This is an optimization exercise on Yosys and OpenROAD, whose aim is a short achievable clock period and few clock cycles, not a production implementation.
In this exercise RTL edits were held to simulation tests only and were not proved equivalent to the original.

==> job 3216 <==
==> flow/design.v <==
module cpu_top (
    input  wire        clk,
    input  wire        reset,
    output wire [11:0] imem_addr,
    input  wire [17:0] imem_data,
    output wire [11:0] dmem_addr,
    output wire [17:0] dmem_wdata,
    output wire        dmem_we,
    input  wire [17:0] dmem_rdata,
    output wire        halted
);
    reg [11:0] pc;
    reg [11:0] pc1;            
    reg [17:0] ir;
    reg        ir_v;
    reg [11:0] ir_pc1;         
    reg        x_v;
    reg [17:0] x_a, x_b, x_c;
    reg        x_add, x_sub, x_lgc, x_nor, x_shf, x_sra, x_pass;
    reg        x_wen;          
    reg        x_cmov;         
    reg [3:0]  x_wa;
    reg        x_ld, x_st, x_push, x_halt;
    reg [3:0]  x_rd;
    reg [11:0] m_addr;
    reg [17:0] m_wdata;
    reg        m_we;
    reg        m_ld;
    reg [3:0]  m_rd;
    reg        halted_r;
    reg [17:0] R [0:15];
    wire [4:0]  f_op   = imem_data[17:13];
    wire        f_jmp  = (f_op[4:1] == 4'b0101);                
    wire [11:0] f_off  = f_op[0] ? {{3{imem_data[8]}}, imem_data[8:0]}    
                                 : imem_data[11:0];                       
    wire [11:0] f_t0   = pc1 + f_off;                                     
    wire [12:0] f_t1s  = {pc1, 1'b1} + {f_off, 1'b1};
    wire [11:0] f_t1   = f_t1s[12:1];                                     
    wire [11:0] pc2    = pc1 + 12'd1;
    wire [17:0] s_add = x_a + x_b;
    wire [17:0] s_sub = x_a - x_b;
    wire [17:0] lgc   = x_nor ? ~(x_a | x_b) : ~(x_a & x_b);
    wire [18:0] shx   = $signed({x_sra & x_a[17], x_a}) >>> x_b[4:0];
    wire [17:0] x_res = ({18{x_add}}  & s_add)
                      | ({18{x_sub}}  & s_sub)
                      | ({18{x_lgc}}  & lgc)
                      | ({18{x_shf}}  & shx[17:0])
                      | ({18{x_pass}} & x_a)
                      | ({18{x_cmov}} & ((x_b != 18'd0) ? x_a : x_c));
    wire        x_we  = x_v & x_wen;
    wire [4:0]  op  = ir[17:13];
    wire [3:0]  rd  = ir[12:9];
    wire [3:0]  rs1 = ir[8:5];
    wire [3:0]  rs2 = ir[4:1];
    wire [17:0] sx  = {{13{ir[4]}}, ir[4:0]};
    wire d_rr    = (op[4:3] == 2'b00) && (op[2:1] != 2'b11);    
    wire d_imm   = (op == 5'd6) || (op == 5'd7) || (op == 5'd8) || (op == 5'd9);
    wire d_add   = (op == 5'd0) || (op == 5'd6);
    wire d_sub   = (op == 5'd1) || (op == 5'd7);
    wire d_lgc   = (op == 5'd2) || (op == 5'd3) || (op == 5'd8) || (op == 5'd9);
    wire d_shf   = (op == 5'd4) || (op == 5'd5);
    wire d_jal   = (op == 5'd11);
    wire d_ld    = (op == 5'd12);
    wire d_st    = (op == 5'd13);
    wire d_push  = (op == 5'd14);
    wire d_pop   = (op == 5'd15);
    wire d_lui   = (op == 5'd16);
    wire d_cmov  = (op == 5'd17);
    wire d_halt  = (op == 5'd31);
    wire use_rs1 = d_rr | d_imm | d_ld | d_st | d_cmov;
    wire use_rs2 = d_rr | d_cmov;
    wire use_rd  = d_st | d_push | d_cmov;        
    wire use_sp  = d_push | d_pop;
    wire hazard = x_v & x_ld & ((use_rs1 & (x_rd == rs1)) |
                                (use_rs2 & (x_rd == rs2)) |
                                (use_rd  & (x_rd == rd))  |
                                (use_sp  & (x_rd == 4'd15)));
    wire run   = ir_v & ~halted_r;
    wire stall = run & hazard;
    wire go    = run & ~hazard & ~(x_v & x_halt);
    wire [3:0] ra = use_sp ? 4'd15 : rs1;
    function [17:0] rdreg(input [3:0] n);
        if (x_we && x_wa == n)
            rdreg = x_res;
        else if (m_ld && m_rd == n)
            rdreg = dmem_rdata;
        else
            rdreg = R[n];
    endfunction
    wire [17:0] va = rdreg(ra);
    wire [17:0] vb = rdreg(rs2);
    wire [17:0] vc = rdreg(rd);
    wire [17:0] d_a = d_lui ? {ir[8:0], 9'd0} :
                      d_jal ? {6'd0, ir_pc1}  : va;
    wire [17:0] d_b = (d_imm | d_ld | d_st) ? sx :
                      (d_push | d_pop) ? 18'd1 : vb;    
    always @(posedge clk or posedge reset) begin
        if (reset) begin
            pc  <= 12'd0;
            pc1 <= 12'd1;
        end else if (!stall) begin
            pc  <= f_jmp ? f_t0 : pc1;
            pc1 <= f_jmp ? f_t1 : pc2;
        end
    end
    always @(posedge clk or posedge reset) begin
        if (reset)
            ir_v <= 1'b0;
        else if (!stall)
            ir_v <= 1'b1;
    end
    always @(posedge clk) begin
        if (!stall) begin
            ir     <= imem_data;
            ir_pc1 <= pc1;
        end
    end
    always @(posedge clk or posedge reset) begin
        if (reset)
            x_v <= 1'b0;
        else
            x_v <= go;
    end
    always @(posedge clk) begin
        x_a    <= d_a;
        x_b    <= d_b;
        x_c    <= vc;
        x_add  <= d_add | d_ld | d_st | d_pop;
        x_sub  <= d_sub | d_push;
        x_lgc  <= d_lgc;
        x_nor  <= op[0];
        x_shf  <= d_shf;
        x_sra  <= op[0];
        x_pass <= d_lui | d_jal;
        x_wen  <= d_rr | d_imm | d_lui | d_jal | d_push | d_pop | d_cmov;
        x_cmov <= d_cmov;
        x_wa   <= use_sp ? 4'd15 : rd;
        x_ld   <= d_ld | d_pop;
        x_st   <= d_st | d_push;
        x_push <= d_push;
        x_halt <= d_halt;
        x_rd   <= rd;
    end
    always @(posedge clk or posedge reset) begin
        if (reset) begin
            halted_r <= 1'b0;
            m_we     <= 1'b0;
            m_ld     <= 1'b0;
        end else begin
            if (x_v & x_halt)
                halted_r <= 1'b1;
            m_we    <= x_v & x_st;
            m_ld    <= x_v & x_ld;
        end
    end
    always @(posedge clk) begin
        m_addr  <= x_push ? x_a[11:0] : s_add[11:0];
        m_wdata <= x_c;
        m_rd    <= x_rd;
    end
    integer i;
    always @(posedge clk or posedge reset) begin
        if (reset) begin
            for (i = 0; i < 16; i = i + 1)
                R[i] <= 18'd0;
        end else begin
            for (i = 0; i < 16; i = i + 1) begin
                if (x_we && x_wa == i[3:0])
                    R[i] <= x_res;
                else if (m_ld && m_rd == i[3:0])
                    R[i] <= dmem_rdata;
            end
        end
    end
    assign imem_addr  = pc;
    assign dmem_addr  = m_addr;
    assign dmem_wdata = m_wdata;
    assign dmem_we    = m_we;
    assign halted     = halted_r;
endmodule
==> flow/flow/run.sh <==
#!/bin/bash
# The standard layout, with two changes to how it is made:
#  - timing repair aims at a period well under the 10 ns clock (setup
#    margin 7 ns), so the resizer works on the paths that set the achieved
#    period;
#  - synthesis leaves adders to ABC instead of mapping them to the
#    library's full/half-adder cells (ADDER_MAP_FILE empty), which gives
#    faster carry logic. Registers, their names and cell types are the
#    same as the standard synthesis's.
# The clock, constraints and all other steps are unchanged.
set -euo pipefail
bash standard.sh ADDER_MAP_FILE= SETUP_SLACK_MARGIN=7 finish > standard_make.log 2>&1
==> flow/standard.sh <==
#!/bin/bash
# synth_recipe.tcl (not shown) runs the flow's synth.tcl, then flattens the netlist and writes it again
# the make line also repeats each setting of config.mk as NAME=value (left out here)
make -C /OpenROAD-flow-scripts/flow DESIGN_CONFIG=/design/flow/config.mk WORK_HOME=/design/flow/orfs CLKGATE_MAP_FILE= SYNTH_SCRIPT=/design/flow/synth_recipe.tcl "${@:-finish}"
==> flow/config.mk <==
export PLATFORM = sky130hd
export DESIGN_NAME = cpu_top
export DESIGN_NICKNAME = cpu_top
export VERILOG_FILES = /design/flow/design.v
export SDC_FILE = /design/flow/constraint.sdc
export NUM_CORES = 4
export LEC_CHECK = 0
export ABC_CLOCK_PERIOD_IN_PS = 2500
export CAP_MARGIN = 20
export CORE_MARGIN = 2
export CORE_UTILIZATION = 40
export PLACE_DENSITY = 0.6
export SLEW_MARGIN = 20
export TNS_END_PERCENT = 100
==> flow/constraint.sdc <==
create_clock -name core_clock -period 10.0 [get_ports {clk}]
set_input_delay 2.0000 -clock core_clock [delete_from_list [all_inputs] [get_ports {clk}]]
set_output_delay 2.0000 -clock core_clock [all_outputs]
set_load 0.01 [all_outputs]
==> inputs of job 4110, as changes to job 3216 <==
--- a/flow/design.v
+++ b/flow/design.v
@@ -9,11 +9,13 @@
     input  wire [17:0] dmem_rdata,
     output wire        halted
 );
-    reg [11:0] pc;
+    reg        stall_r;        
+    reg        f_long;         
     reg [11:0] pc1;            
     reg [17:0] ir;
     reg        ir_v;
     reg [11:0] ir_pc1;         
+    reg [15:0] ra_oh, rb_oh, rc_oh;   
     reg        x_v;
     reg [17:0] x_a, x_b, x_c;
     reg        x_add, x_sub, x_lgc, x_nor, x_shf, x_sra, x_pass;
@@ -24,18 +26,27 @@
     reg [3:0]  x_rd;
     reg [11:0] m_addr;
     reg [17:0] m_wdata;
-    reg        m_we;
     reg        m_ld;
     reg [3:0]  m_rd;
+    reg        m_wea;          
+    reg [3:0]  m_wa;
+    reg [17:0] m_res;
     reg        halted_r;
+    reg [11:0] pc_o;
+    reg        we_o;
+    reg        halted_o;
     reg [17:0] R [0:15];
     wire [4:0]  f_op   = imem_data[17:13];
     wire        f_jmp  = (f_op[4:1] == 4'b0101);                
+    localparam JK = 6;
     wire [11:0] f_off  = f_op[0] ? {{3{imem_data[8]}}, imem_data[8:0]}    
                                  : imem_data[11:0];                       
-    wire [11:0] f_t0   = pc1 + f_off;                                     
-    wire [12:0] f_t1s  = {pc1, 1'b1} + {f_off, 1'b1};
-    wire [11:0] f_t1   = f_t1s[12:1];                                     
+    wire [JK-1:0] f_l0   = pc1[JK-1:0] + f_off[JK-1:0];
+    wire [JK+1:0] f_l1s  = {1'b0, pc1[JK-1:0], 1'b1} + {1'b0, f_off[JK-1:0], 1'b1};
+    wire [JK:0]   f_l1   = f_l1s[JK+1:1];                                 
+    wire          f_near = (f_off[11:JK] == {(12-JK){1'b0}}) & ~f_l1[JK];
+    wire [11:0] f_t0   = {pc1[11:JK], f_l0};                              
+    wire [11:0] f_t1   = {pc1[11:JK], f_l1[JK-1:0]};                      
     wire [11:0] pc2    = pc1 + 12'd1;
     wire [17:0] s_add = x_a + x_b;
     wire [17:0] s_sub = x_a - x_b;
@@ -53,6 +64,10 @@
     wire [3:0]  rs1 = ir[8:5];
     wire [3:0]  rs2 = ir[4:1];
     wire [17:0] sx  = {{13{ir[4]}}, ir[4:0]};
+    wire [11:0] r_off = op[0] ? {{3{ir[8]}}, ir[8:0]} : ir[11:0];
+    wire [11:0] r_t0  = ir_pc1 + r_off;
+    wire [12:0] r_t1s = {ir_pc1, 1'b1} + {r_off, 1'b1};
+    wire [11:0] r_t1  = r_t1s[12:1];
     wire d_rr    = (op[4:3] == 2'b00) && (op[2:1] != 2'b11);    
     wire d_imm   = (op == 5'd6) || (op == 5'd7) || (op == 5'd8) || (op == 5'd9);
     wire d_add   = (op == 5'd0) || (op == 5'd6);
@@ -67,44 +82,79 @@
     wire d_lui   = (op == 5'd16);
     wire d_cmov  = (op == 5'd17);
     wire d_halt  = (op == 5'd31);
-    wire use_rs1 = d_rr | d_imm | d_ld | d_st | d_cmov;
-    wire use_rs2 = d_rr | d_cmov;
-    wire use_rd  = d_st | d_push | d_cmov;        
     wire use_sp  = d_push | d_pop;
-    wire hazard = x_v & x_ld & ((use_rs1 & (x_rd == rs1)) |
-                                (use_rs2 & (x_rd == rs2)) |
-                                (use_rd  & (x_rd == rd))  |
-                                (use_sp  & (x_rd == 4'd15)));
+    wire [3:0] f_rd  = imem_data[12:9];
+    wire [3:0] f_rs1 = imem_data[8:5];
+    wire [3:0] f_rs2 = imem_data[4:1];
+    wire f_use_rs1 = (f_op <= 5'd9) | (f_op == 5'd12) | (f_op == 5'd13) | (f_op == 5'd17);
+    wire f_use_rs2 = (f_op <= 5'd5) | (f_op == 5'd17);
+    wire f_use_rd  = (f_op == 5'd13) | (f_op == 5'd14) | (f_op == 5'd17);  
+    wire f_use_sp  = (f_op == 5'd14) | (f_op == 5'd15);
+    wire f_dep = (f_use_rs1 & (f_rs1 == rd)) | (f_use_rs2 & (f_rs2 == rd)) |
+                 (f_use_rd  & (f_rd  == rd)) | (f_use_sp  & (rd == 4'd15));
     wire run   = ir_v & ~halted_r;
-    wire stall = run & hazard;
-    wire go    = run & ~hazard & ~(x_v & x_halt);
+    wire stall = stall_r;
+    wire go    = run & ~stall_r & ~(x_v & x_halt);
     wire [3:0] ra = use_sp ? 4'd15 : rs1;
-    function [17:0] rdreg(input [3:0] n);
+    function [17:0] rfsel(input [15:0] oh);
+        integer j;
+        begin
+            rfsel = 18'd0;
+            for (j = 0; j < 16; j = j + 1)
+                rfsel = rfsel | ({18{oh[j]}} & R[j]);
+        end
+    endfunction
+    function [17:0] rdreg(input [3:0] n, input [17:0] rf);
         if (x_we && x_wa == n)
             rdreg = x_res;
         else if (m_ld && m_rd == n)
             rdreg = dmem_rdata;
+        else if (m_wea && m_wa == n)
+            rdreg = m_res;
         else
-            rdreg = R[n];
+            rdreg = rf;
     endfunction
-    wire [17:0] va = rdreg(ra);
-    wire [17:0] vb = rdreg(rs2);
-    wire [17:0] vc = rdreg(rd);
+    wire [17:0] va = rdreg(ra,  rfsel(ra_oh));
+    wire [17:0] vb = rdreg(rs2, rfsel(rb_oh));
+    wire [17:0] vc = rdreg(rd,  rfsel(rc_oh));
     wire [17:0] d_a = d_lui ? {ir[8:0], 9'd0} :
                       d_jal ? {6'd0, ir_pc1}  : va;
     wire [17:0] d_b = (d_imm | d_ld | d_st) ? sx :
                       (d_push | d_pop) ? 18'd1 : vb;    
-    always @(posedge clk or posedge reset) begin
-        if (reset) begin
-            pc  <= 12'd0;
-            pc1 <= 12'd1;
-        end else if (!stall) begin
-            pc  <= f_jmp ? f_t0 : pc1;
-            pc1 <= f_jmp ? f_t1 : pc2;
+    wire        n_long = f_long;
+    wire        n_hold = ~f_long & stall_r;
+    wire        n_seq  = ~f_long & ~stall_r & ~f_jmp;
+    wire        n_jmp  = ~f_long & ~stall_r &  f_jmp;
+    wire [11:0] pc_next  = ({12{n_long}} & r_t0) | ({12{n_hold}} & pc_o)
+                         | ({12{n_seq}}  & pc1)  | ({12{n_jmp}}  & f_t0);
+    wire [11:0] pc1_next = ({12{n_long}} & r_t1) | ({12{n_hold}} & pc1)
+                         | ({12{n_seq}}  & pc2)  | ({12{n_jmp}}  & f_t1);
+    always @(posedge clk or posedge reset) begin
+        if (reset) begin
+            pc1     <= 12'd1;
+            f_long  <= 1'b0;
+            stall_r <= 1'b0;
+        end else begin
+            pc1 <= pc1_next;
+            f_long <= ~f_long & ~stall & f_jmp & ~f_near;
+            stall_r <= go & (d_ld | d_pop) & ~f_long & f_dep;
+        end
+    end
+    always @(posedge clk) begin
+        if (reset) begin
+            pc_o     <= 12'd0;
+            we_o     <= 1'b0;
+            halted_o <= 1'b0;
+        end else begin
+            pc_o <= pc_next;
+            we_o     <= x_v & x_st;
+            halted_o <= halted_r | (x_v & x_halt);
         end
     end
     always @(posedge clk or posedge reset) begin
         if (reset)
+            ir_v <= 1'b0;
+        else if (f_long)
             ir_v <= 1'b0;
         else if (!stall)
             ir_v <= 1'b1;
@@ -113,6 +163,9 @@
         if (!stall) begin
             ir     <= imem_data;
             ir_pc1 <= pc1;
+            ra_oh  <= f_use_sp ? 16'h8000 : 16'd1 << f_rs1;
+            rb_oh  <= 16'd1 << f_rs2;
+            rc_oh  <= 16'd1 << f_rd;
         end
     end
     always @(posedge clk or posedge reset) begin
@@ -144,19 +197,21 @@
     always @(posedge clk or posedge reset) begin
         if (reset) begin
             halted_r <= 1'b0;
-            m_we     <= 1'b0;
             m_ld     <= 1'b0;
+            m_wea    <= 1'b0;
         end else begin
             if (x_v & x_halt)
                 halted_r <= 1'b1;
-            m_we    <= x_v & x_st;
             m_ld    <= x_v & x_ld;
+            m_wea   <= x_we;
         end
     end
     always @(posedge clk) begin
         m_addr  <= x_push ? x_a[11:0] : s_add[11:0];
         m_wdata <= x_c;
         m_rd    <= x_rd;
+        m_wa    <= x_wa;
+        m_res   <= x_res;
     end
     integer i;
     always @(posedge clk or posedge reset) begin
@@ -165,16 +220,16 @@
                 R[i] <= 18'd0;
         end else begin
             for (i = 0; i < 16; i = i + 1) begin
-                if (x_we && x_wa == i[3:0])
-                    R[i] <= x_res;
-                else if (m_ld && m_rd == i[3:0])
+                if (m_ld && m_rd == i[3:0])
                     R[i] <= dmem_rdata;
+                else if (m_wea && m_wa == i[3:0])
+                    R[i] <= m_res;
             end
         end
     end
-    assign imem_addr  = pc;
+    assign imem_addr  = pc_o;
     assign dmem_addr  = m_addr;
     assign dmem_wdata = m_wdata;
-    assign dmem_we    = m_we;
-    assign halted     = halted_r;
+    assign dmem_we    = we_o;
+    assign halted     = halted_o;
 endmodule
==> flow/flow/run.sh (replaced) <==
#!/bin/bash
# The standard layout, with three changes to how it is made:
#  - timing repair aims at a period well under the 10 ns clock (setup
#    margin 7 ns), so the resizer works on the paths that set the achieved
#    period;
#  - the resizer may swap a cell for a drive strength with a different
#    footprint (MATCH_CELL_FOOTPRINT 0); placement is legalised after it;
#  - synthesis leaves adders to ABC instead of mapping them to the
#    library's full/half-adder cells (ADDER_MAP_FILE empty). Registers,
#    their names and cell types are the same as the standard synthesis's.
# The clock, constraints and all other steps are unchanged.
set -euo pipefail
bash standard.sh SETUP_SLACK_MARGIN=7 MATCH_CELL_FOOTPRINT=0 ADDER_MAP_FILE= finish > standard_make.log 2>&1
==> flow_summary.toml <==
[layout]
nFillCells = 6658
fin_area_um2 = 40780

[outcome]
outcome = "complete, no violations"

[pwr]
p_seq_share_pct = 34.8

[setup_path]
crit_path_max_fanout = 8
reg2reg_from = "x_b[0]"

[hold_path]
holdPathEnd = "m_wdata[2]"
min-delay-start = "x_c[2]"

[synth]
ys_seq_elements = 455
synth_compound_gate_area_share_pct = 27.30
The numbers above come from job 3216.

==> flow_summary.toml <==
[hold_path]
min-delay-start = "x_rd[3]"

[synth]
syn_inst = 3735
ys_seq_elements = 529
synth_compound_gate_area_share_pct = 25.16

[setup_path]
reg2reg_from = "ir[9]"

[layout]
nFillCells = 7797

[pwr]
top_power_group = "sequential cells"
p_seq_share_pct = 41.3

[outcome]
outcome = "complete, no violations"
The numbers above come from job 4110.

Testbench counts of job 3216, summed over its fixed seeds: cycles 23,505.
Testbench counts of job 4110, summed over its fixed seeds: cycles 23,576.

==> port drivers added, routing unchanged <==
No port has a modelled driver above. Below, the same layouts with a new extraction and two added sets of constraints.
Step 1 assumes that a clkbuf_16 drives the clock port and a buf_2 every other input.
Step 2 also shifts input and output timing later by t, the mid clock arrival at the registers, as if the neighbouring blocks saw the same clock.
Three values: no drivers, after step 1, after step 2; two values: the first two.
run	t (ns)	setup slack, ns	hold slack, ns	worst setup path after step 2	slew at the worst register clock pin (ns)
job 3216	0.708	6.527 / 6.549 / 5.841	0.356 / 0.356 / 0.356	input to register	0.07 / 0.07
job 4110	0.740	6.863 / 6.797 / 6.263	0.326 / 0.326 / 0.326	input to register	0.07 / 0.07
After both steps setup and hold are still met in every run listed. The setup slack of job 3216, which loses most, moves by +0.022 ns with the drivers and by -0.686 ns with both steps.
